Context: an optimization exercise on an open-source flow, tuned for small area. The choices shown serve that exercise and are no tape-out recipe.
The RTL was checked by simulation tests, not by an equivalence proof against the original design.
No activity file was given, so power comes from the tool's default toggle rates.

[flow/design.v]
`timescale 1ns/1ps
module alu(
    input  [31:0] a,
    input  [31:0] b,
    input  [3:0]  alu_ctrl,
    output reg [31:0] result,
    output zero
);
    assign zero = (result == 32'd0);
    always @(*) begin
        case (alu_ctrl)
            4'h0: result = a + b;           
            4'h1: result = a - b;           
            4'h2: result = a & b;           
            4'h3: result = a | b;           
            4'h4: result = (a < b) ? 32'd1 : 32'd0;  
            4'h5: result = a ^ b;           
            default: result = 32'd0;
        endcase
    end
endmodule
`timescale 1ns/1ps
module control_unit(
    input [5:0] opcode,
    input [5:0] funct,
    output reg reg_write,
    output reg alu_src,     
    output reg mem_read,
    output reg mem_write,
    output reg mem_to_reg,  
    output reg branch,
    output reg [3:0] alu_op
);
    localparam RTYPE = 6'd0;
    localparam LW    = 6'd35;  
    localparam SW    = 6'd43;  
    localparam BEQ   = 6'd4;   
    localparam ADDI  = 6'd8;   
    always @(*) begin
        reg_write = 0; alu_src = 0; mem_read = 0; mem_write = 0;
        mem_to_reg = 0; branch = 0; alu_op = 4'h0;
        case (opcode)
            RTYPE: begin
                reg_write = 1;
                alu_src = 0;
                mem_read = 0; mem_write = 0;
                mem_to_reg = 0;
                branch = 0;
                case(funct)
                    6'h20: alu_op = 4'h0;  
                    6'h22: alu_op = 4'h1;  
                    6'h24: alu_op = 4'h2;  
                    6'h25: alu_op = 4'h3;  
                    6'h2A: alu_op = 4'h4;  
                    6'h26: alu_op = 4'h5;  
                    default: alu_op = 4'h0;
                endcase
            end
            LW: begin
                reg_write = 1;
                alu_src = 1;
                mem_read = 1;
                mem_write = 0;
                mem_to_reg = 1;
                branch = 0;
                alu_op = 4'h0;  
            end
            SW: begin
                reg_write = 0;
                alu_src = 1;
                mem_read = 0;
                mem_write = 1;
                mem_to_reg = 0;
                branch = 0;
                alu_op = 4'h0;
            end
            BEQ: begin
                reg_write = 0;
                alu_src = 0;
                mem_read = 0;
                mem_write = 0;
                mem_to_reg = 0;
                branch = 1;
                alu_op = 4'h1;  
            end
            ADDI: begin
                reg_write = 1;
                alu_src = 1;
                mem_read = 0;
                mem_write = 0;
                mem_to_reg = 0;
                branch = 0;
                alu_op = 4'h0;  
            end
            default: begin
            end
        endcase
    end
endmodule
`timescale 1ns/1ps
module forwarding_unit(
    input [4:0] id_ex_rs, id_ex_rt,
    input [4:0] ex_mem_rd,
    input ex_mem_regwrite,
    input [4:0] mem_wb_rd,
    input mem_wb_regwrite,
    output reg [1:0] forwardA,
    output reg [1:0] forwardB
);
    always @(*) begin
        forwardA = 2'b00;
        forwardB = 2'b00;
        if (ex_mem_regwrite && (ex_mem_rd != 0) && (ex_mem_rd == id_ex_rs)) forwardA = 2'b10;
        if (ex_mem_regwrite && (ex_mem_rd != 0) && (ex_mem_rd == id_ex_rt)) forwardB = 2'b10;
        if (mem_wb_regwrite && (mem_wb_rd != 0) && (mem_wb_rd == id_ex_rs) && !(ex_mem_regwrite && (ex_mem_rd !=0) && (ex_mem_rd == id_ex_rs))) forwardA = 2'b01;
        if (mem_wb_regwrite && (mem_wb_rd != 0) && (mem_wb_rd == id_ex_rt) && !(ex_mem_regwrite && (ex_mem_rd !=0) && (ex_mem_rd == id_ex_rt))) forwardB = 2'b01;
    end
endmodule
`timescale 1ns/1ps
module hazard_unit(
    input id_ex_memread,
    input [4:0] id_ex_rt,
    input [4:0] if_id_rs,
    input [4:0] if_id_rt,
    output reg pc_write,
    output reg if_id_write,
    output reg control_stall
);
    always @(*) begin
        pc_write = 1;
        if_id_write = 1;
        control_stall = 0;
        if (id_ex_memread && ( (id_ex_rt == if_id_rs) || (id_ex_rt == if_id_rt) )) begin
            pc_write = 0;
            if_id_write = 0;
            control_stall = 1;  
        end
    end
endmodule
`timescale 1ns/1ps
module reg_file(
    input clk,
    input rst,
    input we,
    input [4:0] rd_addr,
    input [31:0] rd_data,
    input [4:0] rs1_addr,
    input [4:0] rs2_addr,
    output [31:0] rs1_data,
    output [31:0] rs2_data
);
    wire [32*32-1:0] regs_flat;
    assign regs_flat[31:0] = 32'd0;
    genvar g;
    generate
        for (g = 1; g < 32; g = g + 1) begin : R
            reg [31:0] q;
            always @(posedge clk or posedge rst) begin
                if (rst) q <= 32'd0;
                else if (we && rd_addr == g) q <= rd_data;
            end
            assign regs_flat[g*32 +: 32] = q;
        end
    endgenerate
    wire wr1 = we && (rd_addr != 0) && (rd_addr == rs1_addr);
    wire wr2 = we && (rd_addr != 0) && (rd_addr == rs2_addr);
    assign rs1_data = wr1 ? rd_data : regs_flat[rs1_addr*32 +: 32];
    assign rs2_data = wr2 ? rd_data : regs_flat[rs2_addr*32 +: 32];
endmodule
`timescale 1ns/1ps
module cpu_top(
    input clk,
    input rst,
    output [31:0] imem_addr,
    input  [31:0] imem_rdata,
    output [31:0] dmem_addr,
    output [31:0] dmem_wdata,
    output        dmem_we,
    input  [31:0] dmem_rdata
);
    reg [31:0] pc;
    wire [31:0] instr = imem_rdata;
    wire [31:0] pc_plus4 = pc + 4;
    assign imem_addr = pc;
    reg [31:0] if_id_pc4;
    reg [31:0] if_id_instr;
    reg [31:0] id_ex_pc4, id_ex_rs1_val, id_ex_rs2_val, id_ex_imm;
    reg [4:0] id_ex_rs1_addr_wire, id_ex_rs2_addr_wire, id_ex_rd_addr_wire;
    reg id_ex_regwrite, id_ex_alu_src, id_ex_mem_read, id_ex_mem_write, id_ex_mem_to_reg, id_ex_branch;
    reg [3:0] id_ex_alu_op;
    reg [31:0] ex_mem_alu_result, ex_mem_write_data, ex_mem_branch_target;
    reg [4:0] ex_mem_rd;
    reg ex_mem_regwrite, ex_mem_mem_read, ex_mem_mem_write, ex_mem_mem_to_reg, ex_mem_branch;
    reg [31:0] mem_wb_read_data, mem_wb_alu_result;
    reg [4:0] mem_wb_rd;
    reg mem_wb_regwrite, mem_wb_mem_to_reg;
    wire [5:0] id_opcode = if_id_instr[31:26];
    wire [4:0] id_rs     = if_id_instr[25:21];
    wire [4:0] id_rt     = if_id_instr[20:16];
    wire [4:0] id_rd     = if_id_instr[15:11];
    wire [5:0] id_funct  = if_id_instr[5:0];
    wire [15:0] id_imm16 = if_id_instr[15:0];
    wire [31:0] id_imm   = {{16{id_imm16[15]}}, id_imm16};
    wire [4:0] id_rs1_addr = if_id_instr[25:21];
    wire [4:0] id_rs2_addr = if_id_instr[20:16];
    wire [31:0] rf_rs1, rf_rs2;
    reg [4:0] rf_rd_addr;
    reg [31:0] rf_rd_data;
    reg rf_we;
    reg_file rf(.clk(clk), .rst(rst), .we(rf_we), .rd_addr(rf_rd_addr), .rd_data(rf_rd_data),
                .rs1_addr(id_rs1_addr), .rs2_addr(id_rs2_addr),
                .rs1_data(rf_rs1), .rs2_data(rf_rs2));
    wire cu_reg_write, cu_alu_src, cu_mem_read, cu_mem_write, cu_mem_to_reg, cu_branch;
    wire [3:0] cu_alu_op;
    control_unit cu(.opcode(id_opcode), .funct(id_funct), .reg_write(cu_reg_write),
                    .alu_src(cu_alu_src), .mem_read(cu_mem_read), .mem_write(cu_mem_write),
                    .mem_to_reg(cu_mem_to_reg), .branch(cu_branch), .alu_op(cu_alu_op));
    wire [1:0] forwardA, forwardB;
    forwarding_unit fwd(
        .id_ex_rs(id_ex_rs1_addr_wire), .id_ex_rt(id_ex_rs2_addr_wire),
        .ex_mem_rd(ex_mem_rd), .ex_mem_regwrite(ex_mem_regwrite),
        .mem_wb_rd(mem_wb_rd), .mem_wb_regwrite(mem_wb_regwrite),
        .forwardA(forwardA), .forwardB(forwardB)
    );
    wire pc_write, if_id_write, control_stall;
    hazard_unit hzd(.id_ex_memread(id_ex_mem_read), .id_ex_rt(id_ex_rs2_addr_wire),
                    .if_id_rs(if_id_instr[25:21]), .if_id_rt(if_id_instr[20:16]),
                    .pc_write(pc_write), .if_id_write(if_id_write), .control_stall(control_stall));
    reg [31:0] alu_a, alu_b;
    wire [31:0] alu_result;
    wire alu_zero;
    alu ALU(.a(alu_a), .b(alu_b), .alu_ctrl(id_ex_alu_op), .result(alu_result), .zero(alu_zero));
    wire [31:0] data_read = ex_mem_mem_read ? dmem_rdata : 32'd0;
    assign dmem_addr  = ex_mem_alu_result;
    assign dmem_wdata = ex_mem_write_data;
    assign dmem_we    = ex_mem_mem_write;
    wire ex_branch_taken = ex_mem_branch & (ex_mem_alu_result == 0);
    wire [31:0] pc_next = ex_branch_taken ? ex_mem_branch_target : pc_plus4;
    always @(posedge clk or posedge rst) begin
        if (rst) pc <= 0;
        else if (pc_write || ex_branch_taken) begin
            pc <= pc_next;
        end
    end
    always @(posedge clk or posedge rst) begin
        if (rst) begin
            if_id_pc4 <= 0; if_id_instr <= 0;
        end else if (ex_branch_taken) begin
            if_id_pc4 <= 0; if_id_instr <= 0;
        end else begin
            if (if_id_write) begin
                if_id_pc4 <= pc_plus4;
                if_id_instr <= instr;
            end
        end
    end
    reg [31:0] id_rs1_val, id_rs2_val;
    always @(*) begin
        id_rs1_val = rf_rs1;
        id_rs2_val = rf_rs2;
    end
    always @(posedge clk or posedge rst) begin
        if (rst) begin
            id_ex_pc4 <=0; id_ex_rs1_val<=0; id_ex_rs2_val<=0; id_ex_imm<=0;
            id_ex_rs1_addr_wire<=0; id_ex_rs2_addr_wire<=0; id_ex_rd_addr_wire<=0;
            id_ex_regwrite<=0; id_ex_alu_src<=0; id_ex_mem_read<=0; id_ex_mem_write<=0; id_ex_mem_to_reg<=0; id_ex_branch<=0;
            id_ex_alu_op<=0;
        end else begin
            id_ex_pc4 <= if_id_pc4;
            id_ex_rs1_val <= id_rs1_val;
            id_ex_rs2_val <= id_rs2_val;
            id_ex_imm <= id_imm;
            id_ex_rs1_addr_wire <= id_rs1_addr;
            id_ex_rs2_addr_wire <= id_rs2_addr;
            id_ex_rd_addr_wire <= (id_opcode==6'd0) ? id_rd : id_rt;  
            if (control_stall || ex_branch_taken) begin
                id_ex_regwrite <= 0;
                id_ex_alu_src <= 0;
                id_ex_mem_read <= 0;
                id_ex_mem_write <= 0;
                id_ex_mem_to_reg <= 0;
                id_ex_branch <= 0;
                id_ex_alu_op <= 0;
            end else begin
                id_ex_regwrite <= cu_reg_write;
                id_ex_alu_src <= cu_alu_src;
                id_ex_mem_read <= cu_mem_read;
                id_ex_mem_write <= cu_mem_write;
                id_ex_mem_to_reg <= cu_mem_to_reg;
                id_ex_branch <= cu_branch;
                id_ex_alu_op <= cu_alu_op;
            end
        end
    end
    reg [31:0] alu_input1, alu_input2;
    always @(*) begin
        case (forwardA)
            2'b00: alu_input1 = id_ex_rs1_val;
            2'b10: alu_input1 = ex_mem_alu_result;
            2'b01: alu_input1 = mem_wb_regwrite ? (mem_wb_mem_to_reg ? mem_wb_read_data : mem_wb_alu_result) : 0;
            default: alu_input1 = id_ex_rs1_val;
        endcase
        case (forwardB)
            2'b00: alu_input2 = id_ex_rs2_val;
            2'b10: alu_input2 = ex_mem_alu_result;
            2'b01: alu_input2 = mem_wb_regwrite ? (mem_wb_mem_to_reg ? mem_wb_read_data : mem_wb_alu_result) : 0;
            default: alu_input2 = id_ex_rs2_val;
        endcase
        alu_a = alu_input1;
        alu_b = id_ex_alu_src ? id_ex_imm : alu_input2;
    end
    always @(posedge clk or posedge rst) begin
        if (rst) begin
            ex_mem_alu_result <=0; ex_mem_write_data<=0; ex_mem_branch_target<=0; ex_mem_rd<=0;
            ex_mem_regwrite<=0; ex_mem_mem_read<=0; ex_mem_mem_write<=0; ex_mem_mem_to_reg<=0; ex_mem_branch<=0;
        end else begin
            ex_mem_alu_result <= alu_result;
            ex_mem_write_data <= alu_input2;
            ex_mem_branch_target <= id_ex_pc4 + {id_ex_imm[29:0], 2'b00};
            ex_mem_rd <= id_ex_rd_addr_wire;
            if (ex_branch_taken) begin
                ex_mem_regwrite <= 0; ex_mem_mem_read <= 0; ex_mem_mem_write <= 0;
                ex_mem_mem_to_reg <= 0; ex_mem_branch <= 0;
            end else begin
                ex_mem_regwrite <= id_ex_regwrite;
                ex_mem_mem_read <= id_ex_mem_read;
                ex_mem_mem_write <= id_ex_mem_write;
                ex_mem_mem_to_reg <= id_ex_mem_to_reg;
                ex_mem_branch <= id_ex_branch;
            end
        end
    end
    always @(posedge clk or posedge rst) begin
        if (rst) begin
            mem_wb_read_data <= 0; mem_wb_alu_result <= 0; mem_wb_rd <= 0; mem_wb_regwrite <=0; mem_wb_mem_to_reg<=0;
        end else begin
            mem_wb_read_data <= data_read;
            mem_wb_alu_result <= ex_mem_alu_result;
            mem_wb_rd <= ex_mem_rd;
            mem_wb_regwrite <= ex_mem_regwrite;
            mem_wb_mem_to_reg <= ex_mem_mem_to_reg;
        end
    end
    always @(*) begin
        rf_we = mem_wb_regwrite;
        rf_rd_addr = mem_wb_rd;
        rf_rd_data = mem_wb_mem_to_reg ? mem_wb_read_data : mem_wb_alu_result;
    end
endmodule
[flow/run.sh]
#!/bin/bash
# synth_recipe.tcl (not shown) runs the flow's synth.tcl, then flattens the netlist and writes it again
# the make line also repeats each setting of config.mk as NAME=value (left out here)
make -C /OpenROAD-flow-scripts/flow DESIGN_CONFIG=/design/flow/config.mk WORK_HOME=/design/flow/orfs CLKGATE_MAP_FILE= SYNTH_SCRIPT=/design/flow/synth_recipe.tcl finish
[flow/config.mk]
export PLATFORM = sky130hd
export DESIGN_NAME = cpu_top
export DESIGN_NICKNAME = cpu_top
export VERILOG_FILES = /design/flow/design.v
export SDC_FILE = /design/flow/constraint.sdc
export NUM_CORES = 4
export LEC_CHECK = 0
export CAP_MARGIN = 20
export CORE_MARGIN = 2
export CORE_UTILIZATION = 40
export SLEW_MARGIN = 20
[flow/constraint.sdc]
create_clock -name core_clock -period 7.0 [get_ports {clk}]
set_input_delay 1.4000 -clock core_clock [delete_from_list [all_inputs] [get_ports {clk}]]
set_output_delay 1.4000 -clock core_clock [all_outputs]
set_load 0.01 [all_outputs]
==> flow_summary_export.csv, run 1 <==
group,metric,value,unit
clocking,cts_root_buffer,"clkbuf_16",
synthesis,synthTopCellsByCount,"dfrtp_1 (1399), nor2_1 (854), a21oi_1 (780)",
cells_and_area,fin_cells,9034,
cells_and_area,final_nets,6727,
synthesis,synth_area_leaders,"dfrtp_1 (48%), mux4_2 (18%), a21oi_1 (5.3%), nor2_1 (4.4%), o21ai_0 (3.8%)",
critical_path,end_kind,"register",
global_route,grtUsageTotal,0.257,
synthesis,synth_most_common_cell,"dfrtp_1",
routing,vias_per_cell,5.96,
sta,finalWorstSetupSlack,0.772,ns
clocking,cts_hold_buffers,0,
power,powerDensity,257,nW/um^2
synthesis,syn-mean-instance-area,11.0,sq um
clocking,clk_pin_slew,0.06,ns
sta,fin_worst_skew,0.0338,ns
place,dp_cells,8757,
synthesis,synth_warnings,6,
hold_path,min_path_type,"reg2reg",
clocking,htreeDepth,4,
sta,report.final.slew_viol_count,0,
die,floorplan.initialDensity,0.402,
synthesis,yosysTopAreaCellShare,0.477,
run,maxCapViolations,0,
status,outcome,"timing/DRC/antenna clean",
routing,wl,240000,microns
clocking,cts_buffer_depth,3,
cells_and_area,area_delta_synth_final,12.7,%
routing,drtIter0Drc,5672,
power,p_leak,35.7,nW
sta,final-setup-viol-count,0,
place,portBuffers,162,
clocking,clk_latency,0.82,ns
routing,vias,53900,
critical_path,cp_data_required_time,7.66,ns
critical_path,ff2ff_path_depth,17,
power,ir_drop,265,uV
die,rows,157,
synthesis,synthCells,6667,
routing,wl_per_cell,26.6,microns
global_route,antenna_found_initial,3,
global_route,grt_pass1_wl,358000,microns
routing,drc_errors,0,
critical_path,critical_path_arrival,6.89,ns
synthesis,ys_ff_latch,1399,
sta,fin_crit_sh,0.890,
place,gp_congestion,0.942,
global_route,grt_max_degree,175,
sta,fmax,161,MHz
synthesis,synthFlopType,"dfrtp_1",
clocking,cts.sinks,1399,
cells_and_area,drive_above_1_share,0.181,
sta,grt_setup_unrepaired,"false",
synthesis,yosysSeqAreaShare,0.477,
hold_path,worstHoldPathCells,0,
clocking,cts_buffers,153,
die,die_h,432,microns
sta,tightest_slew,1.20,ns
synthesis,yosys.area.top_type,"dfrtp_1",
clocking,cts_setup_buffers,0,
sta,hold_viol_final,0,
global_route,gr-total-overflow,0,
critical_path,worstSetupStartpointType,"register",
cells_and_area,largest_reg_flops,992,
synthesis,async_flop_share,1.00,
global_route,grt_pass1_vias,53500,
die,core_area,183000,sq um
synthesis,ys_types,85,
sta,slew_headroom,0.200,
critical_path,crit_type,"reg2reg",
clocking,tritoncts,"done",
synthesis,synthesis.area,73400,sq um
sta,fin_tns_setup,0,ns
die,io_pins,163,
sta,hold-worst-slack,0.347,ns
place,place_ws,0.870,ns
routing,drtPass1Iterations,6,
critical_path,path_max_fanout,25,
sta,post-route-min-period,6.23,ns
routing,final_antenna_net_count,0,
die,die_w,432,microns
clocking,cts_resized,0,
cells_and_area,top_register,"rf.R.q",
synthesis,synth_edf_count,0,
place,hpwl,146000,microns
die,die_area,187000,sq um
-- final cells by class --
cell class / count / area, sq um
fill: 16600 / 99900
multi-input combinational: 4565 / 36200
sequential: 1399 / 35000
clock buffer: 228 / 4620
tap: 2385 / 2980
timing repair buffer: 296 / 2930
clock inverter: 45 / 509
inverter: 113 / 428
antenna: 3 / 7.51
-- cells by family after synthesis --
group / Yosys count / share of synthesized area
and+or+nand+nor: 1771 / 0.101
xor gates and xnor gates: 136 / 0.0162
adders and majority gates: 133 / 0.0230
muxes: 863 / 0.218
AOI/OAI and AO/OA: 1662 / 0.127
DFF: 1399 / 0.477
buffers and inverters: 703 / 0.0375
-- through the flow --
stage | utilization | total power (W) | instance area (sq um)
after floorplan | - | 0.0117 | 73400
after global placement | 0.424 | 0.0130 | 77500
final | 0.453 | 0.0213 | 82800
after CTS | 0.453 | 0.0214 | 82700
after global routing | 0.453 | 0.0221 | 82700
after detailed placement | 0.425 | 0.0130 | 77600
-- power by group --
part / switching [W] / internal [W]
clock: 0.00346 / 0.00485
sequential: 0.000611 / 0.00873
combinational: 0.00209 / 0.00151
-- critical path, stage by stage, from the launching register on --
cell and delay, ns:
dfrtp_1 0.63, or2_2 0.38, o41ai_4 0.17, nor4_4 0.72, buf_4 0.58, mux2i_1 0.15, o21ai_0 0.27, mux2i_1 0.18
ha_1 0.53, nor4b_1 0.58, a21oi_1 0.13, o21ai_0 0.20, o21ai_1 0.25, a21oi_1 0.35, nor4_1 0.12, o41ai_1 0.48
xor2_1 0.20, o22ai_1 0.09
-- path summary, 6_finish.rpt --
| kind | startpoint | to | slack, ns |
|---|---|---|---|
| min in group asynchronous | rst | if_id_instr[21] | 1.20 |
| max in group asynchronous | rst | rf.R[27].q[16] | 4.24 |
| setup / recovery | mem_wb_rd[2] | ex_mem_alu_result[28] | 0.77 |
| hold / removal | id_ex_pc4[1] | ex_mem_branch_target[1] | 0.35 |
| hold reg to reg | id_ex_pc4[1] | ex_mem_branch_target[1] | 0.35 |
| setup reg to reg | mem_wb_rd[2] | ex_mem_alu_result[28] | 0.77 |
-- per-layer routing --
metal	global-route usage	routed length [microns]
met2	0.406	112000
met5	0	0
met3	0.0457	17700
met4	0.106	10500
met1	0.351	99800
-- layout by cell type, fill, tap and decap left out, types with 20 or more instances in the layout --
cell type           n
dfrtp_1          1387
nor2_1            838
a21oi_1           780
nand2_1           595
mux4_2            577
o21ai_0           557
clkdlybuf4s50_1   162
clkbuf_16         158
mux2_2            141
ha_1              130
mux2i_1           113
buf_4             111
inv_1             110
xnor2_1            76
a22o_1             65
xor2_1             60
nor2b_1            58
and2_1             50
a211oi_1           46
nand3_1            44
a21o_1             43
clkbuf_8           40
nor3_1             35
clkbuf_1           30
buf_12             21
nand2b_1           20
==> inputs of run 2 (changes only) <==
==> flow/design.v (replaced) <==
`timescale 1ns/1ps
module reg_file(
    input clk,
    input [31:1] we,
    input [3:0] wdata,
    input [4:0] ra,
    input [4:0] rb,
    output [3:0] qa,
    output [3:0] qb
);
    wire [4*32-1:0] heads;
    assign heads[3:0] = 4'd0;
    genvar g;
    generate
        for (g = 1; g < 32; g = g + 1) begin : R
            reg [31:0] s;
            always @(posedge clk)
                s <= {we[g] ? wdata : s[3:0], s[31:4]};
            assign heads[g*4 +: 4] = s[3:0];
        end
    endgenerate
    assign qa = heads[ra*4 +: 4];
    assign qb = heads[rb*4 +: 4];
endmodule
`timescale 1ns/1ps
module cpu_top(
    input clk,
    input rst,
    output [31:0] imem_addr,
    input  [31:0] imem_rdata,
    output [31:0] dmem_addr,
    output [31:0] dmem_wdata,
    output        dmem_we,
    input  [31:0] dmem_rdata
);
    reg [2:0] ph;         
    reg init;             
    reg r2;               
    reg st_pend;          
    reg c;                
    reg eq;               
    reg [31:2] pc;
    reg [31:0] adr;       
    reg [31:0] wd;        
    assign imem_addr  = {pc, 2'b00};
    assign dmem_addr  = adr;
    assign dmem_wdata = wd;
    assign dmem_we    = st_pend;
    wire [31:0] ins = imem_rdata;
    wire [5:0] op  = ins[31:26];
    wire [4:0] rs  = ins[25:21];
    wire [4:0] rt  = ins[20:16];
    wire [4:0] rd  = ins[15:11];
    wire [5:0] fn  = ins[5:0];
    wire is_r    = op == 6'd0;
    wire is_lw   = op == 6'd35;
    wire is_sw   = op == 6'd43;
    wire is_beq  = op == 6'd4;
    wire is_addi = op == 6'd8;
    wire f_sub = fn == 6'h22;
    wire f_and = fn == 6'h24;
    wire f_or  = fn == 6'h25;
    wire f_xor = fn == 6'h26;
    wire f_slt = fn == 6'h2A;
    wire ph0  = ph == 3'd0;
    wire last = ph == 3'd7;
    wire [3:0] qa, qb;
    reg  [3:0] wnib;
    wire wen;
    wire [4:0] wa = is_r ? rd : rt;
    wire [31:1] we;
    genvar g;
    generate
        for (g = 1; g < 32; g = g + 1) begin : WE
            assign we[g] = init | (wen & (wa == g));
        end
    endgenerate
    reg_file rf(.clk(clk), .we(we), .wdata(wnib), .ra(rs), .rb(rt), .qa(qa), .qb(qb));
    wire [31:0] simm = {{16{ins[15]}}, ins[15:0]};
    wire [31:0] bimm = {simm[29:0], 2'b00};
    wire [31:0] pcw  = {pc, 2'b00};
    wire [3:0] imm_nib  = simm[ph*4 +: 4];
    wire [3:0] bimm_nib = bimm[ph*4 +: 4];
    wire [3:0] pc_nib   = pcw[ph*4 +: 4];
    wire tgt     = r2 & is_beq;                  
    wire use_imm = is_addi | is_lw | is_sw;
    wire do_sub  = is_r & (f_sub | f_slt);
    wire [3:0] a  = tgt ? (ph0 ? {pc[3:2], 2'b11} : pc_nib) : qa;
    wire [3:0] b0 = tgt ? bimm_nib : (use_imm ? imm_nib : qb);
    wire [3:0] b  = do_sub ? ~b0 : b0;
    wire cin = ph0 ? (do_sub | tgt) : c;
    wire [4:0] sum = {1'b0, a} + {1'b0, b} + {4'd0, cin};
    wire [3:0] x = a ^ b0;
    reg [3:0] res;
    always @(*) begin
        if (is_r & f_and)      res = a & b0;
        else if (is_r & f_or)  res = a | b0;
        else if (is_r & f_xor) res = x;
        else                   res = sum[3:0];
    end
    wire eq_now = (ph0 | eq) & (x == 4'd0);
    wire taken  = is_beq & eq_now;
    wire need_r2 = (is_r & f_slt) | is_lw | taken;
    assign wen = ~init & (r2 ? ((is_r & f_slt) | is_lw)
                             : ((is_r & ~f_slt) | is_addi));
    always @(*) begin
        if (init)       wnib = 4'd0;
        else if (!r2)   wnib = res;
        else if (is_lw) wnib = ph0 ? dmem_rdata[3:0] : adr[3:0];
        else            wnib = {3'd0, ph0 & ~c};
    end
    wire cap = r2 & is_lw & ph0;
    wire [31:0] tnext = {res, adr[31:4]};
    always @(posedge clk) begin
        c   <= sum[4];
        eq  <= eq_now;
        adr <= {res, cap ? dmem_rdata[31:4] : adr[31:4]};
        wd  <= {qb, wd[31:4]};
    end
    always @(posedge clk or posedge rst) begin
        if (rst) begin
            ph <= 3'd0; init <= 1'b1; r2 <= 1'b0; st_pend <= 1'b0; pc <= 30'd0;
        end else begin
            ph <= ph + 3'd1;
            st_pend <= ~init & ~r2 & is_sw & last;
            if (last) begin
                init <= 1'b0;
                if (!init) begin
                    r2 <= ~r2 & need_r2;
                    if (r2 | ~need_r2)
                        pc <= tgt ? tnext[31:2] : pc + 30'd1;
                end
            end
        end
    end
endmodule
==> run 2 against run 1 <==
Against the previous run:
- synthesized cell count shrank 68%
- cell area shrank 57%
- routed wire length shrank 71%
- largest cell class is now flip-flops and latches
- non-clock buffer count shrank 104
- die area shrank 59%
- hold slack lost 0.040 ns
- area after synthesis shrank 60%
- setup slack gained 0.44 ns
- global-route usage shrank 7.6 points
==> flow_summary_export.csv, run 2 <==
group,metric,value,unit
synthesis,syn-mean-instance-area,14.0,sq um
global_route,grt_max_degree,57,
routing,final_antenna_net_count,0,
sta,post-route-min-period,5.79,ns
synthesis,synthesis.area,29700,sq um
cells_and_area,top_register,"rf.R.s",
synthesis,synthFlopType,"dfxtp_1",
cells_and_area,final_nets,2397,
routing,drc_errors,0,
power,net-switching-power,0.00265,W
critical_path,end_kind,"register",
routing,drtPass1Iterations,5,
routing,drtIter0Drc,1081,
place,gp_congestion,0.917,
power,switching_share,0.216,
cells_and_area,drive_above_1_share,0.147,
global_route,grt_pass1_wl,105000,microns
synthesis,synth_most_common_cell,"dfxtp_1",
synthesis,ys_ff_latch,1094,
status,outcome,"timing/DRC/antenna clean",
critical_path,crit_type,"in2reg",
sta,grt_setup_unrepaired,"false",
global_route,grt_pass1_vias,16400,
sta,fin_crit_sh,0.828,
clocking,cts_buffer_depth,3,
place,portBuffers,160,
power,ir_drop,180,uV
clocking,cts_hold_buffers,0,
synthesis,yosysSeqAreaShare,0.743,
clocking,cts_resized,0,
synthesis,synth_area_leaders,"dfxtp_1 (71%), mux4_2 (4.7%), dfrtp_1 (2.9%), mux2i_1 (2.3%), a21oi_1 (2.1%)",
power,internal_power,0.00965,W
critical_path,cp_data_required_time,7.54,ns
synthesis,synthCells,2116,
power,powerDensity,345,nW/um^2
synthesis,synth_warnings,2,
critical_path,critical_path_arrival,6.34,ns
routing,vias_per_cell,4.94,
clocking,cts_root_buffer,"clkbuf_16",
cells_and_area,fill_cells,6311,
sta,fin_tns_setup,0,ns
global_route,antenna_found_initial,2,
routing,wl,69500,microns
die,die_h,277,microns
power,clock_power_share,0.436,
clocking,clk_pin_slew,0.07,ns
sta,fmax,173,MHz
routing,wl_per_cell,20.7,microns
synthesis,synth_edf_count,0,
sta,hold_viol_final,0,
synthesis,yosys.area.top_type,"dfxtp_1",
cells_and_area,area_delta_synth_final,20.1,%
power,seqPwrFrac,0.522,
clocking,htreeDepth,3,
die,core_area,73200,sq um
die,die_w,277,microns
clocking,cts_buffers,97,
power,comb_power_share,0.043,
cells_and_area,layout_commonest_cell,"dfxtp_1",
synthesis,async_flop_share,0.0329,
die,floorplan.initialDensity,0.406,
synthesis,yosysTopAreaCellShare,0.713,
clocking,cts_setup_buffers,0,
critical_path,regToRegSetupSlack,2.11,ns
global_route,gr-total-overflow,0,
cells_and_area,largest_reg_flops,992,
clocking,cts.sinks,1094,
routing,vias,16600,
cells_and_area,top_regs,"rf.R.s (992), adr (32), wd (32)",
hold_path,min_path_type,"reg2reg",
cells_and_area,final_cell_mix,"dfxtp_1 (1058), clkdlybuf4s50_1 (157), a21oi_1 (126)",
power,p_leak,13.7,nW
synthesis,ys_types,81,
power,power,0.0123,W
synthesis,synthTopCellsByCount,"dfxtp_1 (1058), a21oi_1 (127), nand2_1 (95)",
sta,final-setup-viol-count,0,
die,die_area,76500,sq um
sta,slew_headroom,0.278,
sta,tightest_slew,1.08,ns
clocking,clk_latency,0.65,ns
die,rows,99,
critical_path,path_max_fanout,31,
die,io_pins,163,
sta,hold-worst-slack,0.308,ns
sta,fin_worst_skew,0.0297,ns
clocking,tritoncts,"done",
place,hpwl,47900,microns
run,maxCapViolations,0,
critical_path,worstSetupStartpointType,"primary input",
global_route,grtUsageTotal,0.181,
sta,report.final.slew_viol_count,0,
[run 2: final timing paths]
| check | endpoint | cells past startpoint | start |
|---|---|---|---|
| max in group asynchronous | init | 3 | rst |
| max | rf.R[25].s[29] | 15 | imem_rdata[31] |
| min reg2reg | rf.R[12].s[9] | 0 | rf.R[12].s[13] |
| min | rf.R[12].s[9] | 0 | rf.R[12].s[13] |
| max reg2reg | rf.R[25].s[29] | 14 | r2 |
| min in group asynchronous | pc[30] | 3 | rst |
[run 2: area by class of cell]
class	count	area, sq um	area share
clock buffer	127	2720	0.0763
timing repair buffer	192	1860	0.0523
clock inverter	50	568	0.0159
multi-input combinational	904	7140	0.200
tap	959	1200	0.0336
antenna	2	5.00	0.000140
sequential	1094	22100	0.619
inverter	25	93.8	0.00263
[run 2: metal layers]
metal,share of wire,track usage,vias to the layer above
met3,0.057,0.0343,126
met4,0.032,0.0722,2
li1,-,-,7787
met2,0.45,0.288,590
met1,0.46,0.243,8054
met5,0.00019,0,-
[run 2: logic make-up after synthesis]
family                   synth area share
adder cells (fa/ha/maj)           0.00766
other                            0.000126
multiplexers                       0.0851
XOR/XNOR                         0.000884
flip-flops                          0.743
AO/OA/AOI/OAI                      0.0883
AND/OR/NAND/NOR                    0.0575
buffers and inverters              0.0173
[run 2: power by group through the flow]
stage / clock network, W / registers (W) / logic [W]
floorplan: 0 / 0.00654 / 0.000221
global placement: 0 / 0.00655 / 0.000520
detailed placement: 0 / 0.00656 / 0.000524
CTS: 0.00549 / 0.00642 / 0.000526
global route: 0.00574 / 0.00642 / 0.000557
finish: 0.00536 / 0.00642 / 0.000525
[run 2: per-stage QoR]
step / setup slack [ns] / utilization / instance area (sq um) / cells
after floorplan: 1.78 / - / 29700 / 2117
after global placement: 0.686 / 0.442 / 32400 / 3174
after detailed placement: 0.688 / 0.442 / 32400 / 3174
after CTS: 1.32 / 0.487 / 35700 / 3351
after global routing: 1.01 / 0.487 / 35700 / 3351
final: 1.21 / 0.487 / 35700 / 3353
[run 2: critical path: stages]
cell	delay, ns
clkdlybuf4s50_1	0.48
or4_4	0.71
or3_1	0.74
nand2_1	0.27
o22a_1	0.26
and2_1	0.17
inv_1	0.08
fa_1	0.48
fa_1	0.49
a2bb2oi_1	0.16
o311ai_0	0.15
buf_4	0.20
o22a_1	0.23
buf_12	0.17
a211oi_1	0.30
==> inputs of run 3 (changes only) <==
--- a/flow/design.v
+++ b/flow/design.v
@@ -69,26 +69,29 @@
     wire wen;
     wire [4:0] wa = is_r ? rd : rt;
     wire [31:1] we;
+    wire [3:0] we_hi;
+    wire [7:0] we_lo;
     genvar g;
     generate
+        for (g = 0; g < 4; g = g + 1) begin : WH
+            assign we_hi[g] = init | (wen & (wa[4:3] == g));
+        end
+        for (g = 0; g < 8; g = g + 1) begin : WL
+            assign we_lo[g] = init | (wa[2:0] == g);
+        end
         for (g = 1; g < 32; g = g + 1) begin : WE
-            assign we[g] = init | (wen & (wa == g));
+            assign we[g] = we_hi[g >> 3] & we_lo[g & 7];
         end
     endgenerate
     reg_file rf(.clk(clk), .we(we), .wdata(wnib), .ra(rs), .rb(rt), .qa(qa), .qb(qb));
     wire [31:0] simm = {{16{ins[15]}}, ins[15:0]};
-    wire [31:0] bimm = {simm[29:0], 2'b00};
-    wire [31:0] pcw  = {pc, 2'b00};
-    wire [3:0] imm_nib  = simm[ph*4 +: 4];
-    wire [3:0] bimm_nib = bimm[ph*4 +: 4];
-    wire [3:0] pc_nib   = pcw[ph*4 +: 4];
-    wire tgt     = r2 & is_beq;                  
+    wire [3:0] imm_nib = simm[ph*4 +: 4];
     wire use_imm = is_addi | is_lw | is_sw;
     wire do_sub  = is_r & (f_sub | f_slt);
-    wire [3:0] a  = tgt ? (ph0 ? {pc[3:2], 2'b11} : pc_nib) : qa;
-    wire [3:0] b0 = tgt ? bimm_nib : (use_imm ? imm_nib : qb);
+    wire [3:0] a  = qa;
+    wire [3:0] b0 = use_imm ? imm_nib : qb;
     wire [3:0] b  = do_sub ? ~b0 : b0;
-    wire cin = ph0 ? (do_sub | tgt) : c;
+    wire cin = ph0 ? do_sub : c;
     wire [4:0] sum = {1'b0, a} + {1'b0, b} + {4'd0, cin};
     wire [3:0] x = a ^ b0;
     reg [3:0] res;
@@ -110,7 +113,7 @@
         else            wnib = {3'd0, ph0 & ~c};
     end
     wire cap = r2 & is_lw & ph0;
-    wire [31:0] tnext = {res, adr[31:4]};
+    wire [29:0] pc_add = (r2 & is_beq) ? simm[29:0] : 30'd0;
     always @(posedge clk) begin
         c   <= sum[4];
         eq  <= eq_now;
@@ -128,7 +131,7 @@
                 if (!init) begin
                     r2 <= ~r2 & need_r2;
                     if (r2 | ~need_r2)
-                        pc <= tgt ? tnext[31:2] : pc + 30'd1;
+                        pc <= pc + pc_add + 30'd1;
                 end
             end
         end
--- a/flow/config.mk
+++ b/flow/config.mk
@@ -8,4 +8,7 @@
 export CAP_MARGIN = 20
 export CORE_MARGIN = 2
 export CORE_UTILIZATION = 40
+export CTS_BUF_LIST = sky130_fd_sc_hd__clkbuf_4
+export CTS_CLUSTER_DIAMETER = 40
+export CTS_CLUSTER_SIZE = 10
 export SLEW_MARGIN = 20
==> run 3 against run 2 <==
Against the previous run:
- non-clock buffer count decreased by 17
- hold slack worse by 0.033 ns
- critical path type unchanged
- still clean on timing, DRC and antenna
- sequential cell count is the same
- sequential power is 3% lower
- global-route usage shrank 2.9 points
- largest cell class unchanged
- power decreased by 22%
- combinational power shrank 63%
- critical path depth increased by 2
==> flow_summary_export.csv, run 3 <==
group,metric,value,unit
cells_and_area,fill_cells,6316,
sta,finalWorstSetupSlack,1.70,ns
hold_path,min_path_type,"reg2reg",
synthesis,ys_ff_latch,1094,
die,core_area,71900,sq um
critical_path,worstSetupStartpointType,"primary input",
routing,wl,56200,microns
sta,tightest_slew,1.00,ns
synthesis,synth_fa_ha_area_frac,0.0205,
routing,final_antenna_net_count,0,
synthesis,synthTopCellsByCount,"dfxtp_1 (1058), mux2_2 (147), nand2_1 (78)",
cells_and_area,final_cell_mix,"dfxtp_1 (1058), clkbuf_4 (156), clkdlybuf4s50_1 (156)",
sta,grt_setup_unrepaired,"false",
synthesis,yosys.area_share.simple,0.0345,
synthesis,synth_xor_area_frac,0.00992,
power,ir_drop,168,uV
global_route,grt_pass1_vias,14700,
status,outcome,"timing/DRC/antenna clean",
global_route,grtUsageTotal,0.152,
routing,drtPass1Iterations,5,
die,io_pins,163,
sta,fin_tns_setup,0,ns
synthesis,yosys.area.top_type,"dfxtp_1",
die,floorplan.initialDensity,0.406,
clocking,htreeDepth,4,
global_route,antenna_found_initial,9,
cells_and_area,drive_above_1_share,0.206,
routing,vias,14600,
clocking,cts_buffers,142,
clocking,cts_setup_buffers,0,
sta,report.final.slew_viol_count,0,
cells_and_area,area_delta_synth_final,14.4,%
synthesis,ys_types,66,
critical_path,critPathMaxStageDelay,0.57,ns
place,hpwl,38100,microns
place,portBuffers,160,
cells_and_area,layout_commonest_cell,"dfxtp_1",
synthesis,yosysSeqAreaShare,0.758,
global_route,gr-usage-met2,0.226,
synthesis,synthesis.area,29100,sq um
sta,hold_viol_final,0,
place,place_ws,0.704,ns
clocking,cts_root_buffer,"clkbuf_4",
cells_and_area,top_register,"rf.R.s",
clocking,clk_latency,0.97,ns
synthesis,async_flop_share,0.0329,
synthesis,synth_warnings,2,
sta,post-route-min-period,5.30,ns
die,rows,98,
critical_path,end_kind,"register",
synthesis,synth_top_family_by_area,"multiplexers",
global_route,use_met1,0.208,
clocking,cts.sinks,1094,
synthesis,synth_compound_area_frac,0.0365,
place,gp_congestion,0.842,
synthesis,synth_most_common_cell,"dfxtp_1",
critical_path,crit_chain,"buf_2, buf_4, nor2b_1, a22o_1, mux4_2, mux2i_1, a21oi_1, xnor2_1, fa_1, fa_1, xnor2_1, a31oi_1, o211ai_2, nor2_1, a211oi_4, buf_4, mux2_2",
synthesis,synth_edf_count,0,
clocking,cts_hold_buffers,0,
critical_path,crit_path_top_delay_cell,"buf_2",
global_route,gr-total-overflow,0,
synthesis,yosysTopAreaCellShare,0.727,
critical_path,path_max_fanout,32,
synthesis,synthCells,1880,
routing,wl_per_cell,17.9,microns
synthesis,synth_area_leaders,"dfxtp_1 (73%), mux4_2 (5.9%), mux2_2 (5.7%), dfrtp_1 (3.0%), ha_1 (1.8%)",
synthesis,synthFlopType,"dfxtp_1",
synthesis,synth.area.mux_share,0.128,
sta,fin_worst_skew,0.0619,ns
die,die_w,274,microns
sta,slew_headroom,0.330,
clocking,tritoncts,"done",
clocking,cts_buffer_depth,3,
critical_path,cp_data_required_time,7.89,ns
global_route,busiest_layer,"met2",
global_route,grt_pass1_wl,85900,microns
sta,fmax,189,MHz
critical_path,critical_path_arrival,6.20,ns
sta,final-setup-viol-count,0,
cells_and_area,largest_reg_flops,992,
cells_and_area,final_nets,2251,
routing,drtIter0Drc,858,
place,place_area,31800,sq um
routing,drc_errors,0,
power,powerDensity,289,nW/um^2
routing,vias_per_cell,4.63,
clocking,clk_pin_slew,0.10,ns
sta,fin_crit_sh,0.757,
die,die_area,75000,sq um
cells_and_area,fin_area,33300,sq um
critical_path,critPathTopFamily,"buffers and inverters",
power,p_leak,13.6,nW
die,die_h,274,microns
global_route,use_met3,0.0468,
cells_and_area,fin_cells,3145,
cells_and_area,top_regs,"rf.R.s (992), adr (32), wd (32)",
run,maxCapViolations,0,
synthesis,syn-mean-instance-area,15.5,sq um
global_route,grt_max_degree,37,
critical_path,crit_type,"in2reg",
place,dp_cells,2945,
critical_path,critPathBufInv,3,
clocking,cts_resized,0,
-- run 3: cell count changes after synthesis, moves of 15 or more --
cell / before / now
o21ai_1: 18 / 3
a21oi_1: 127 / 35
clkbuf_1: 60 / 32
ha_1: 15 / 43
nand2_1: 95 / 78
xor2_1: 1 / 17
a21o_1: 5 / 27
mux2_1: 0 / 22
mux2i_1: 68 / 12
mux2_2: 40 / 147
o21ai_0: 71 / 49
nor2_1: 89 / 22
a211oi_1: 52 / 6
-- run 3: metal layers --
layer  wire (microns)  vias up
met5               69        -
met4             1150       10
met3             4250      103
li1                 -     6978
met2            24200      453
met1            26500     7031
-- run 3: cell type report --
class                      instances  area [sq um]  area share
clock buffer                     156          1170      0.0351
multi-input combinational        705          6730       0.202
inverter                          21          78.8     0.00236
sequential                      1094         22100       0.662
clock inverter                    39           369      0.0111
timing repair buffer             175          1710      0.0512
antenna                            5          12.5    0.000375
tap                              950          1190      0.0356
-- run 3: where the power goes --
group	internal, W	switching [W]	total (W)
combinational	0.0000953	0.0000983	0.000194
sequential	0.00624	0.0000116	0.00625
clock	0.00124	0.00196	0.00321
total	0.00757	0.00207	0.00965
-- run 3: through the flow --
stage / hold slack [ns] / utilization / power (W)
6_report: 0.275 / 0.464 / 0.00965
5_1_grt: 0.253 / 0.464 / 0.0101
4_1_cts: 0.249 / 0.464 / 0.00981
3_5_place_dp: 0.312 / 0.442 / 0.00659
3_3_place_gp: 0.310 / 0.442 / 0.00658
2_1_floorplan: 0.310 / - / 0.00649
-- run 3: cell families after synthesis --
| group | after synthesis |
|---|---|
| other cells | 1 |
| compound gates | 166 |
| buf+inv | 82 |
| mux | 257 |
| fa+ha+maj | 46 |
| simple gates | 201 |
| flops | 1094 |
| xor+xnor | 33 |
-- run 3: worst paths after layout --
| kind | from | to | slack (ns) | depth (start not counted) |
|---|---|---|---|---|
| worst max register to register | rf.R[31].s[0] | rf.R[3].s[30] | 2.46 | 14 |
| worst max-delay path | imem_rdata[16] | rf.R[3].s[30] | 1.70 | 17 |
| worst min-delay path | rf.R[8].s[15] | rf.R[8].s[11] | 0.27 | 0 |
| min in group asynchronous | rst | pc[2] | 0.86 | 3 |
| worst min register to register | rf.R[8].s[15] | rf.R[8].s[11] | 0.27 | 0 |
| max in group asynchronous | rst | pc[17] | 5.73 | 3 |
==> inputs of run 4 (changes only) <==
--- a/flow/config.mk
+++ b/flow/config.mk
@@ -8,7 +8,7 @@
 export CAP_MARGIN = 20
 export CORE_MARGIN = 2
 export CORE_UTILIZATION = 40
-export CTS_BUF_LIST = sky130_fd_sc_hd__clkbuf_4
-export CTS_CLUSTER_DIAMETER = 40
-export CTS_CLUSTER_SIZE = 10
+export CTS_BUF_LIST = sky130_fd_sc_hd__clkbuf_8
+export CTS_CLUSTER_DIAMETER = 50
+export CTS_CLUSTER_SIZE = 16
 export SLEW_MARGIN = 20
==> run 4 against run 3 <==
Against the previous run:
- largest power group unchanged
- sequential power hardly changed
- still clean on timing, DRC and antenna
- critical path depth rose by 1
- first-iteration DRC count unchanged
==> flow_summary_export.csv, run 4 <==
group,metric,value,unit
global_route,grt_pass1_wl,84500,microns
clocking,clk_pin_slew,0.09,ns
routing,drtIter0Drc,858,
synthesis,yosysTopAreaCellShare,0.727,
routing,vias,14200,
critical_path,critPathTopFamily,"multiplexers",
sta,fin_tns_setup,0,ns
place,portBuffers,160,
global_route,grt_max_degree,37,
synthesis,synth_most_common_cell,"dfxtp_1",
sta,fin_crit_sh,0.801,
synthesis,synthFlopType,"dfxtp_1",
critical_path,path_max_fanout,31,
synthesis,synth_area_leaders,"dfxtp_1 (73%), mux4_2 (5.9%), mux2_2 (5.7%), dfrtp_1 (3.0%), ha_1 (1.8%)",
die,die_w,274,microns
clocking,cts_buffer_depth,3,
synthesis,synth_edf_count,0,
cells_and_area,drive_above_1_share,0.182,
sta,fin_worst_skew,0.0347,ns
global_route,antenna_found_initial,7,
critical_path,crit_type,"in2reg",
place,hpwl,38100,microns
sta,finalWorstSetupSlack,1.39,ns
sta,slew_headroom,0.338,
sta,post-route-min-period,5.61,ns
cells_and_area,layout_commonest_cell,"dfxtp_1",
sta,tightest_slew,0.993,ns
critical_path,crit_path_top_delay_cell,"buf_2",
place,place_ws,0.704,ns
die,floorplan.initialDensity,0.406,
sta,grt_setup_unrepaired,"false",
routing,drc_errors,0,
synthesis,synthCells,1880,
routing,drtPass1Iterations,5,
critical_path,worstSetupStartpointType,"primary input",
global_route,grtUsageTotal,0.149,
cells_and_area,final_nets,2200,
sta,report.final.slew_viol_count,0,
die,die_area,75000,sq um
place,gp_congestion,0.842,
synthesis,yosys.area.top_type,"dfxtp_1",
synthesis,syn-mean-instance-area,15.5,sq um
power,p_leak,13.6,nW
global_route,grt_pass1_vias,14100,
synthesis,ys_ff_latch,1094,
routing,wl,55800,microns
critical_path,critPathBufInv,3,
clocking,htreeDepth,3,
synthesis,ys_types,66,
routing,wl_per_cell,18.1,microns
critical_path,crit_chain,"buf_2, buf_4, mux4_2, mux4_2, mux2i_1, a21oi_1, xor2_1, ha_1, nor2b_1, o21ai_0, nand2b_1, xnor2_1, a2bb2oi_1, a21boi_1, nand2_1, o21ai_2, buf_4, mux2_2",
critical_path,critPathMaxStageDelay,0.56,ns
cells_and_area,fill_cells,6225,
clocking,cts_root_buffer,"clkbuf_8",
synthesis,yosysSeqAreaShare,0.758,
sta,fmax,178,MHz
power,powerDensity,296,nW/um^2
die,core_area,71900,sq um
clocking,tritoncts,"done",
synthesis,async_flop_share,0.0329,
clocking,cts.sinks,1094,
synthesis,synthTopCellsByCount,"dfxtp_1 (1058), mux2_2 (147), nand2_1 (78)",
routing,vias_per_cell,4.60,
clocking,cts_hold_buffers,0,
critical_path,end_kind,"register",
power,ir_drop,163,uV
run,maxCapViolations,0,
die,die_h,274,microns
synthesis,synthesis.area,29100,sq um
critical_path,critical_path_arrival,6.25,ns
cells_and_area,largest_reg_flops,992,
synthesis,synth_warnings,2,
clocking,cts_buffers,91,
cells_and_area,final_cell_mix,"dfxtp_1 (1058), clkdlybuf4s50_1 (156), mux2_2 (147)",
critical_path,cp_data_required_time,7.64,ns
cells_and_area,top_regs,"rf.R.s (992), adr (32), wd (32)",
die,io_pins,163,
global_route,gr-total-overflow,0,
sta,final-setup-viol-count,0,
sta,hold_viol_final,0,
clocking,cts_setup_buffers,0,
routing,final_antenna_net_count,0,
die,rows,98,
cells_and_area,top_register,"rf.R.s",
cells_and_area,area_delta_synth_final,15.2,%
clocking,cts_resized,0,
status,outcome,"timing/DRC/antenna clean",
hold_path,min_path_type,"reg2reg",
clocking,clk_latency,0.72,ns
-- run 4: cell counts after synthesis --
Identical to the previous run, type by type.
-- run 4: layout make-up --
cell class	count	area [sq um]	area share
tap	950	1190	0.0354
clock inverter	41	472	0.0141
inverter	21	78.8	0.00235
multi-input combinational	705	6730	0.201
clock buffer	94	1290	0.0385
antenna	3	7.51	0.000224
timing repair buffer	175	1710	0.0509
sequential	1094	22100	0.658
-- run 4: worst reg2reg max path: cells and delay by family, from the launching register on --
family | cells | cell delay, ns
AND/OR/NAND/NOR | 1 | 0.19
AO/OA/AOI/OAI | 4 | 0.58
XOR/XNOR | 2 | 0.36
adder cells (fa/ha/maj) | 2 | 0.87
flip-flops | 1 | 0.39
buffers and inverters | 1 | 0.32
multiplexers | 4 | 1.75
-- run 4: per-stage QoR --
| stage | area (sq um) | utilization | hold WS [ns] | total power [W] | instances |
|---|---|---|---|---|---|
| 6_report | 33600 | 0.467 | 0.311 | 0.00992 | 3083 |
| 2_1_floorplan | 29100 | - | 0.310 | 0.00649 | 1881 |
| 4_1_cts | 33600 | 0.467 | 0.310 | 0.0100 | 3080 |
| 3_3_place_gp | 31800 | 0.442 | 0.310 | 0.00658 | 2945 |
| 3_5_place_dp | 31800 | 0.442 | 0.312 | 0.00659 | 2945 |
| 5_1_grt | 33600 | 0.467 | 0.310 | 0.0103 | 3081 |
-- run 4: path summary, 6_finish.rpt --
check                                     from             end  slack (ns)  cells past startpoint
worst max-delay path            imem_rdata[16]  rf.R[14].s[31]        1.39                     18
worst min-delay path            rf.R[17].s[23]  rf.R[17].s[19]        0.31                      0
worst max register to register   rf.R[31].s[0]  rf.R[10].s[30]        2.42                     14
worst min register to register  rf.R[17].s[23]  rf.R[17].s[19]        0.31                      0
max in group asynchronous                  rst          pc[17]        5.48                      3
min in group asynchronous                  rst           pc[2]        1.13                      3
-- run 4: cell families (layout without fill, tap and decap cells) --
| group | Yosys count | after routing | synth area share |
|---|---|---|---|
| DFF | 1094 | 1094 | 0.758 |
| muxes | 257 | 257 | 0.128 |
| and+or+nand+nor | 201 | 201 | 0.0345 |
| AOI/OAI and AO/OA | 166 | 166 | 0.0365 |
| buffers and inverters | 82 | 331 | 0.0126 |
| adders and majority gates | 46 | 46 | 0.0205 |
| xor gates and xnor gates | 33 | 33 | 0.00992 |
| other | 1 | 5 | 0.000129 |
-- run 4: where the power goes --
part / internal [W] / leakage [nW] / total, W / switching (W)
registers: 0.00623 / 9.01 / 0.00625 / 0.0000115
logic: 0.0000953 / 3.70 / 0.000194 / 0.0000985
clock network: 0.00148 / 0.918 / 0.00348 / 0.00200
total: 0.00781 / 13.6 / 0.00992 / 0.00211
-- run 4: layer usage --
metal,share of wire,vias up,GRT usage
met2,0.43,424,0.222
met4,0.019,10,0.0435
met1,0.48,6850,0.210
li1,-,6801,-
met5,0.0011,-,0
met3,0.072,100,0.0426
==> inputs of run 5 (changes only) <==
==> flow/flow/run.sh (new file) <==
#!/bin/bash
# The standard ORFS layout, with two changes to how it is built:
#  - port buffers are buf_1 instead of the flow's default pick;
#  - clock tree built from clkbuf_8 with smaller clusters.
# Each step's full output goes to a log of its own in this folder.
set -euo pipefail
bash standard.sh synth > synth.log 2>&1
bash standard.sh \
  "BUFFER_PORTS_ARGS=-buffer_cell sky130_fd_sc_hd__buf_1" \
  "CTS_ARGS=-sink_clustering_enable -repair_clock_nets -dont_use_dummy_load -buf_list sky130_fd_sc_hd__clkbuf_8 -sink_clustering_size 16 -sink_clustering_max_diameter 50" \
  finish > layout.log 2>&1
==> flow/standard.sh (new file) <==
#!/bin/bash
# synth_recipe.tcl (not shown) runs the flow's synth.tcl, then flattens the netlist and writes it again
# the make line also repeats each setting of config.mk as NAME=value (left out here)
make -C /OpenROAD-flow-scripts/flow DESIGN_CONFIG=/design/flow/config.mk WORK_HOME=/design/flow/orfs CLKGATE_MAP_FILE= SYNTH_SCRIPT=/design/flow/synth_recipe.tcl "${@:-finish}"
--- a/flow/config.mk
+++ b/flow/config.mk
@@ -8,7 +8,4 @@
 export CAP_MARGIN = 20
 export CORE_MARGIN = 2
 export CORE_UTILIZATION = 40
-export CTS_BUF_LIST = sky130_fd_sc_hd__clkbuf_8
-export CTS_CLUSTER_DIAMETER = 50
-export CTS_CLUSTER_SIZE = 16
 export SLEW_MARGIN = 20
removed: flow/run.sh
==> run 5 against run 4 <==
Against the previous run:
- setup slack got worse by 0.0036 ns
- core utilization fell by 2.1 points
- critical endpoint is now rf.R[22].s[30]
- area after synthesis did not move
- routed wire length fell by 1.4%
- via count fell by 0.57%
- critical path depth fell by 3
- final cell count fell by 1.6%
- power fell by 6.2%
==> flow_summary_export.csv, run 5 <==
group,metric,value,unit
synthesis,syn-mean-instance-area,15.5,sq um
synthesis,synth.area.mux_share,0.128,
routing,vias_per_cell,4.65,
sta,fin_worst_skew,0.101,ns
synthesis,synthCells,1880,
global_route,grt_pass1_vias,14000,
cells_and_area,final_cell_mix,"dfxtp_1 (1058), buf_1 (156), mux2_2 (147)",
sta,grt_setup_unrepaired,"false",
run,maxCapViolations,0,
critical_path,end_kind,"register",
die,io_pins,163,
clocking,clk_latency,0.72,ns
sta,slew_headroom,0.334,
synthesis,synth_warnings,2,
sta,fmax,178,MHz
synthesis,synthTopCellsByCount,"dfxtp_1 (1058), mux2_2 (147), nand2_1 (78)",
place,portBuffers,160,
synthesis,synth_most_common_cell,"dfxtp_1",
clocking,cts_buffer_depth,3,
place,gp_congestion,0.843,
synthesis,yosysSeqAreaShare,0.758,
routing,drc_errors,0,
synthesis,synth_xor_area_frac,0.00992,
power,power,0.00930,W
clocking,clk_pin_slew,0.10,ns
synthesis,synth_top_family_by_area,"multiplexers",
synthesis,synth_edf_count,0,
synthesis,synthesis.area,29100,sq um
die,die_w,274,microns
critical_path,worstSetupStartpointType,"primary input",
cells_and_area,drive_above_1_share,0.167,
synthesis,ys_types,66,
sta,report.final.slew_viol_count,0,
routing,final_antenna_net_count,0,
power,ir_drop,148,uV
critical_path,cp_data_required_time,7.57,ns
clocking,cts_resized,0,
synthesis,synth_compound_area_frac,0.0365,
clocking,htreeDepth,3,
sta,post-route-min-period,5.61,ns
cells_and_area,final_nets,2197,
clocking,cts_setup_buffers,0,
critical_path,critPathMaxStageDelay,0.60,ns
die,die_h,274,microns
hold_path,min_path_type,"reg2reg",
clocking,cts.sinks,1094,
synthesis,yosysTopAreaCellShare,0.727,
clocking,cts_buffers,88,
global_route,grt_max_degree,37,
place,hpwl,38100,microns
routing,vias,14100,
synthesis,synth_fa_ha_area_frac,0.0205,
synthesis,yosys.area.top_type,"dfxtp_1",
global_route,antenna_found_initial,7,
sta,fin_crit_sh,0.802,
global_route,grt_pass1_wl,83300,microns
sta,tightest_slew,0.999,ns
die,rows,98,
sta,hold_viol_final,0,
die,core_area,71900,sq um
critical_path,critical_path_arrival,6.18,ns
clocking,cts_root_buffer,"clkbuf_8",
cells_and_area,area_delta_synth_final,9.98,%
synthesis,yosys.area_share.simple,0.0345,
sta,final-setup-viol-count,0,
critical_path,crit_type,"in2reg",
routing,drtIter0Drc,817,
global_route,gr-total-overflow,0,
power,p_leak,13.0,nW
critical_path,crit_chain,"clkbuf_2, mux4_2, mux4_2, mux2i_1, a21oi_1, xnor2_1, fa_1, fa_1, xnor2_1, a31oi_1, o211ai_2, nor2_1, a211oi_4, buf_4, mux2_1",
sta,fin_tns_setup,0,ns
synthesis,async_flop_share,0.0329,
routing,wl,55000,microns
synthesis,synthFlopType,"dfxtp_1",
critical_path,path_max_fanout,31,
status,outcome,"timing/DRC/antenna clean",
synthesis,synth_area_leaders,"dfxtp_1 (73%), mux4_2 (5.9%), mux2_2 (5.7%), dfrtp_1 (3.0%), ha_1 (1.8%)",
die,floorplan.initialDensity,0.406,
global_route,grtUsageTotal,0.147,
clocking,cts_hold_buffers,0,
routing,wl_per_cell,18.1,microns
routing,drtPass1Iterations,5,
cells_and_area,top_regs,"rf.R.s (992), adr (32), wd (32)",
die,die_area,75000,sq um
cells_and_area,layout_commonest_cell,"dfxtp_1",
cells_and_area,top_register,"rf.R.s",
critical_path,crit_path_top_delay_cell,"mux4_2",
power,powerDensity,290,nW/um^2
cells_and_area,largest_reg_flops,992,
synthesis,ys_ff_latch,1094,
clocking,tritoncts,"done",
-- run 5: changes by cell type in the layout (fill, tap and decap cells not counted), sizes merged, moves of 4 or more --
cell	previous run	this run
clkinvlp	4	0
buf	19	171
clkinv	14	0
inv	39	21
bufinv	5	0
clkdlybuf4s50	156	0
-- run 5: stage by stage --
stage          cells   util  setup slack [ns]  hold WS (ns)  area, sq um
5_1_grt         3034  0.446              1.14         0.276        32100
6_report        3034  0.446              1.39         0.274        32100
4_1_cts         3033  0.446              1.42         0.278        32000
3_3_place_gp    2945  0.429             0.796         0.310        30800
2_1_floorplan   1881      -              1.57         0.310        29100
3_5_place_dp    2945  0.429             0.658         0.312        30800
-- run 5: cells by family (layout without fill, tap and decap cells) --
kind of cell,count (synthesis),in the layout
AOI/OAI and AO/OA,166,166
DFF,1094,1094
and+or+nand+nor,201,201
muxes,257,257
buffers and inverters,82,284
xor gates and xnor gates,33,33
other,1,3
adders and majority gates,46,46
-- run 5: final timing paths --
check | start | to | slack (ns) | depth (start not counted)
max | imem_rdata[16] | rf.R[22].s[30] | 1.39 | 15
min | rf.R[2].s[5] | rf.R[2].s[1] | 0.27 | 0
max reg2reg | rf.R[24].s[0] | rf.R[22].s[30] | 2.42 | 14
min reg2reg | rf.R[2].s[5] | rf.R[2].s[1] | 0.27 | 0
max in group asynchronous | rst | pc[17] | 5.76 | 3
min in group asynchronous | rst | pc[2] | 0.81 | 3
-- run 5: area by class of cell --
cell class                      instances  area (sq um)
Fill cell                            6450         39800
Sequential cell                      1094         22100
Multi-Input combinational cell        705          6730
Clock buffer                           88          1210
Tap cell                              950          1190
Timing Repair Buffer                  175           756
Inverter                               21          78.8
Antenna cell                            1          2.50
-- run 5: critical path: cells and delay by family --
family	cells	cell delay [ns]
XOR/XNOR	2	0.37
AO/OA/AOI/OAI	4	0.65
buffers and inverters	2	0.83
multiplexers	4	1.82
AND/OR/NAND/NOR	1	0.19
adder cells (fa/ha/maj)	2	0.89
-- run 5: power by group --
part	leakage, nW	switching [W]	internal [W]	total [W]
combinational	3.33	0.0000997	0.0000619	0.000162
sequential	9.01	0.0000113	0.00623	0.00625
clock	0.633	0.00177	0.00112	0.00289
total	13.0	0.00188	0.00742	0.00930
-- run 5: per-layer routing --
metal / GRT usage / up-vias / part of all wire
met1: 0.208 / 6829 / 0.48
met4: 0.0469 / 8 / 0.026
li1: - / 6755 / -
met2: 0.223 / 397 / 0.43
met5: 0 / - / 0.00084
met3: 0.0355 / 115 / 0.060
==> inputs of run 6 (changes only) <==
--- a/flow/flow/run.sh
+++ b/flow/flow/run.sh
@@ -7,5 +7,5 @@
 bash standard.sh synth > synth.log 2>&1
 bash standard.sh \
   "BUFFER_PORTS_ARGS=-buffer_cell sky130_fd_sc_hd__buf_1" \
-  "CTS_ARGS=-sink_clustering_enable -repair_clock_nets -dont_use_dummy_load -buf_list sky130_fd_sc_hd__clkbuf_8 -sink_clustering_size 16 -sink_clustering_max_diameter 50" \
+  "CTS_ARGS=-sink_clustering_enable -repair_clock_nets -dont_use_dummy_load -buf_list sky130_fd_sc_hd__clkbuf_8 -sink_clustering_size 20 -sink_clustering_max_diameter 60" \
   finish > layout.log 2>&1
--- a/flow/config.mk
+++ b/flow/config.mk
@@ -5,7 +5,8 @@
 export SDC_FILE = /design/flow/constraint.sdc
 export NUM_CORES = 4
 export LEC_CHECK = 0
-export CAP_MARGIN = 20
+export CAP_MARGIN = 0
 export CORE_MARGIN = 2
 export CORE_UTILIZATION = 40
-export SLEW_MARGIN = 20
+export GPL_TIMING_DRIVEN = 0
+export SLEW_MARGIN = 0
==> run 6 against run 5 <==
Against the previous run:
- still clean on timing, DRC and antenna
- setup slack got worse by 1.1 ns
- count of clock-buffer cells in the layout down 19
- combinational power grew 6%
- routed wire length up 1.8%
- first-iteration DRC count up 1.2%
- power fell by 3.1%
- sequential share of layout area is 0.42 points higher
- global-route usage about the same
- cell area fell by 0.60%
- area after synthesis did not move
- via count up 0.38%
- hold slack improved by 0.0062 ns
- largest cell class unchanged
==> flow_summary_export.csv, run 6 <==
group,metric,value,unit
status,outcome,"timing/DRC/antenna clean",
sta,hold_viol_final,0,
synthesis,synth_most_common_cell,"dfxtp_1",
global_route,grt_max_degree,37,
synthesis,synth_warnings,2,
clocking,clk_latency,0.67,ns
synthesis,ys_ff_latch,1094,
sta,fmax,148,MHz
sta,fin_tns_setup,0,ns
global_route,grtUsageTotal,0.148,
die,die_w,274,microns
clocking,cts_buffers,69,
power,internal_power,0.00719,W
routing,drtIter0Drc,827,
routing,drc_errors,0,
die,die_h,274,microns
cells_and_area,top_register,"rf.R.s",
die,floorplan.initialDensity,0.406,
critical_path,crit_chain,"buf_2, buf_2, mux4_2, mux4_2, mux2i_1, a21oi_1, xnor2_1, fa_1, fa_1, nand2_1, o31ai_1, a21oi_1, nand2_1, o21ai_1, clkbuf_1, mux2_2",
routing,vias,14200,
place,gp_congestion,0.862,
cells_and_area,drive_above_1_share,0.159,
cells_and_area,layout_commonest_cell,"dfxtp_1",
sta,finalWorstSetupSlack,0.262,ns
die,rows,98,
power,net-switching-power,0.00182,W
die,die_area,75000,sq um
power,ir_drop,146,uV
clocking,cts_buffer_depth,3,
synthesis,ys_types,66,
global_route,grt_pass1_vias,14000,
die,core_area,71900,sq um
cells_and_area,largest_reg_flops,992,
synthesis,synth_area_leaders,"dfxtp_1 (73%), mux4_2 (5.9%), mux2_2 (5.7%), dfrtp_1 (3.0%), ha_1 (1.8%)",
place,hpwl,39600,microns
hold_path,hold_start,"rf.R[10].s[31]",
synthesis,yosysTopAreaCellShare,0.727,
critical_path,worstSetupStartpointType,"primary input",
synthesis,synthFlopType,"dfxtp_1",
run,maxCapViolations,0,
cells_and_area,final_nets,2215,
clocking,htreeDepth,3,
cells_and_area,multiInputGateArea,6700,sq um
sta,final-setup-viol-count,0,
routing,vias_per_cell,4.64,
critical_path,cp_data_required_time,7.56,ns
routing,wl_per_cell,18.4,microns
synthesis,synthesis.area,29100,sq um
sta,slew_headroom,0.239,
power,seqPwrFrac,0.693,
sta,tightest_slew,1.14,ns
synthesis,synthCells,1880,
routing,final_antenna_net_count,0,
synthesis,synth_edf_count,0,
power,switching_share,0.202,
cells_and_area,top_regs,"rf.R.s (992), adr (32), wd (32)",
clocking,clk_pin_slew,0.10,ns
routing,drtPass1Iterations,5,
hold_path,min_path_type,"reg2reg",
sta,report.final.slew_viol_count,0,
critical_path,crit_start,"imem_rdata[16]",
synthesis,yosys.area.top_type,"dfxtp_1",
sta,grt_setup_unrepaired,"false",
critical_path,end_kind,"register",
critical_path,critPathBufInv,3,
clocking,cts.sinks,1094,
critical_path,critPathMaxStageDelay,0.63,ns
critical_path,crit_path_top_delay_cell,"clkbuf_1",
power,comb_power_share,0.019,
synthesis,async_flop_share,0.0329,
sta,fin_crit_sh,0.963,
synthesis,yosysSeqAreaShare,0.758,
critical_path,r2r-start,"rf.R[31].s[0]",
sta,post-route-min-period,6.74,ns
place,place_ws,-0.645,ns
global_route,antenna_found_initial,8,
clocking,cts_hold_buffers,0,
cells_and_area,fill_cells,6374,
global_route,gr-total-overflow,0,
clocking,cts_setup_buffers,0,
cells_and_area,final_cell_mix,"dfxtp_1 (1058), buf_1 (155), mux2_2 (147)",
synthesis,syn-mean-instance-area,15.5,sq um
cells_and_area,area_delta_synth_final,9.32,%
critical_path,critical_path_arrival,7.29,ns
global_route,grt_pass1_wl,82800,microns
critical_path,critPathTopFamily,"multiplexers",
clocking,tritoncts,"done",
critical_path,crit_type,"in2reg",
routing,wl,56000,microns
clocking,cts_root_buffer,"clkbuf_8",
die,io_pins,163,
sta,fin_worst_skew,0.0745,ns
critical_path,path_max_fanout,10,
power,p_leak,12.9,nW
power,clock_power_share,0.288,
power,powerDensity,283,nW/um^2
synthesis,synthTopCellsByCount,"dfxtp_1 (1058), mux2_2 (147), nand2_1 (78)",
place,portBuffers,151,
cells_and_area,regArea,22100,sq um
run 6: changes by cell type in the layout (fill, tap and decap cells not counted), sizes merged:
cell and change:
clkbuf +10, buf +8
run 6: stage by stage:
step / cells / hold WS (ns) / area [sq um] / power, W / utilization
finish: 3052 / 0.280 / 31900 / 0.00901 / 0.443
CTS: 3051 / 0.295 / 31900 / 0.00914 / 0.443
detailed placement: 2982 / 0.312 / 30900 / 0.00656 / 0.430
global placement: 2982 / 0.310 / 30900 / 0.00656 / 0.430
global route: 3052 / 0.291 / 31900 / 0.00939 / 0.443
floorplan: 1881 / 0.310 / 29100 / 0.00649 / -
run 6: area by class of cell:
class / instances / share of cell area
plain buffers: 61 / 0.00915
clock buffers: 69 / 0.0298
flip-flops and latches: 1094 / 0.693
inverters: 21 / 0.00247
repair buffers: 151 / 0.0178
well taps: 950 / 0.0373
diodes: 1 / 0.0000785
multi-input cells: 705 / 0.210
run 6: power by group through the flow:
stage / registers, W / clock network (W) / logic, W
floorplan: 0.00639 / 0 / 0.0000941
global placement: 0.00639 / 0 / 0.000170
detailed placement: 0.00639 / 0 / 0.000172
CTS: 0.00625 / 0.00272 / 0.000172
global route: 0.00625 / 0.00295 / 0.000184
finish: 0.00625 / 0.00259 / 0.000171
run 6: worst paths after layout:
path	to	slack [ns]	cells past startpoint
worst max register to register	rf.R[10].s[29]	1.68	14
worst min-delay path	rf.R[10].s[27]	0.28	0
max in group asynchronous	pc[24]	5.52	2
worst max-delay path	rf.R[10].s[29]	0.26	16
min in group asynchronous	st_pend	0.89	2
worst min register to register	rf.R[10].s[27]	0.28	0
run 6: worst register-to-register path, cell delays in order (launching register included):
cell and delay [ns]:
dfxtp_1 0.34, mux4_2 0.53, mux4_2 0.53, mux2i_1 0.50, a21oi_1 0.28, xnor2_1 0.22, fa_1 0.48, fa_1 0.47
nand2_1 0.08, o31ai_1 0.07, a21oi_1 0.34, nand2_1 0.10, o21ai_1 0.34, clkbuf_1 0.63, mux2_2 0.31
run 6: cell families (layout without fill, tap and decap cells):
family,count (synthesis),count (layout),share of synthesized area
adders and majority gates,46,46,0.0205
muxes,257,257,0.128
buffers and inverters,82,302,0.0126
DFF,1094,1094,0.758
other,1,3,0.000129
and+or+nand+nor,201,201,0.0345
AOI/OAI and AO/OA,166,166,0.0365
xor gates and xnor gates,33,33,0.00992
run 6: metal layers:
layer	track usage	vias to the layer above	wire, microns
met1	0.202	6848	26400
li1	-	6788	-
met3	0.0349	109	3490
met2	0.229	400	24600
met4	0.0525	12	1480
met5	0	-	67
run 6: repair_timing:
item	CTS	global route
resized for setup	0	6
setup endpoints to repair	0	30
endpoints found under the hold margin	0	0

Re-timed with assumed drivers on the ports (clkbuf_16 on the clock, buf_2 on other inputs), run 6 has 0.247 ns of setup slack against 0.262 ns with ideal ports, and -0.440 ns once port delays also move by the mid clock arrival of 0.687 ns.
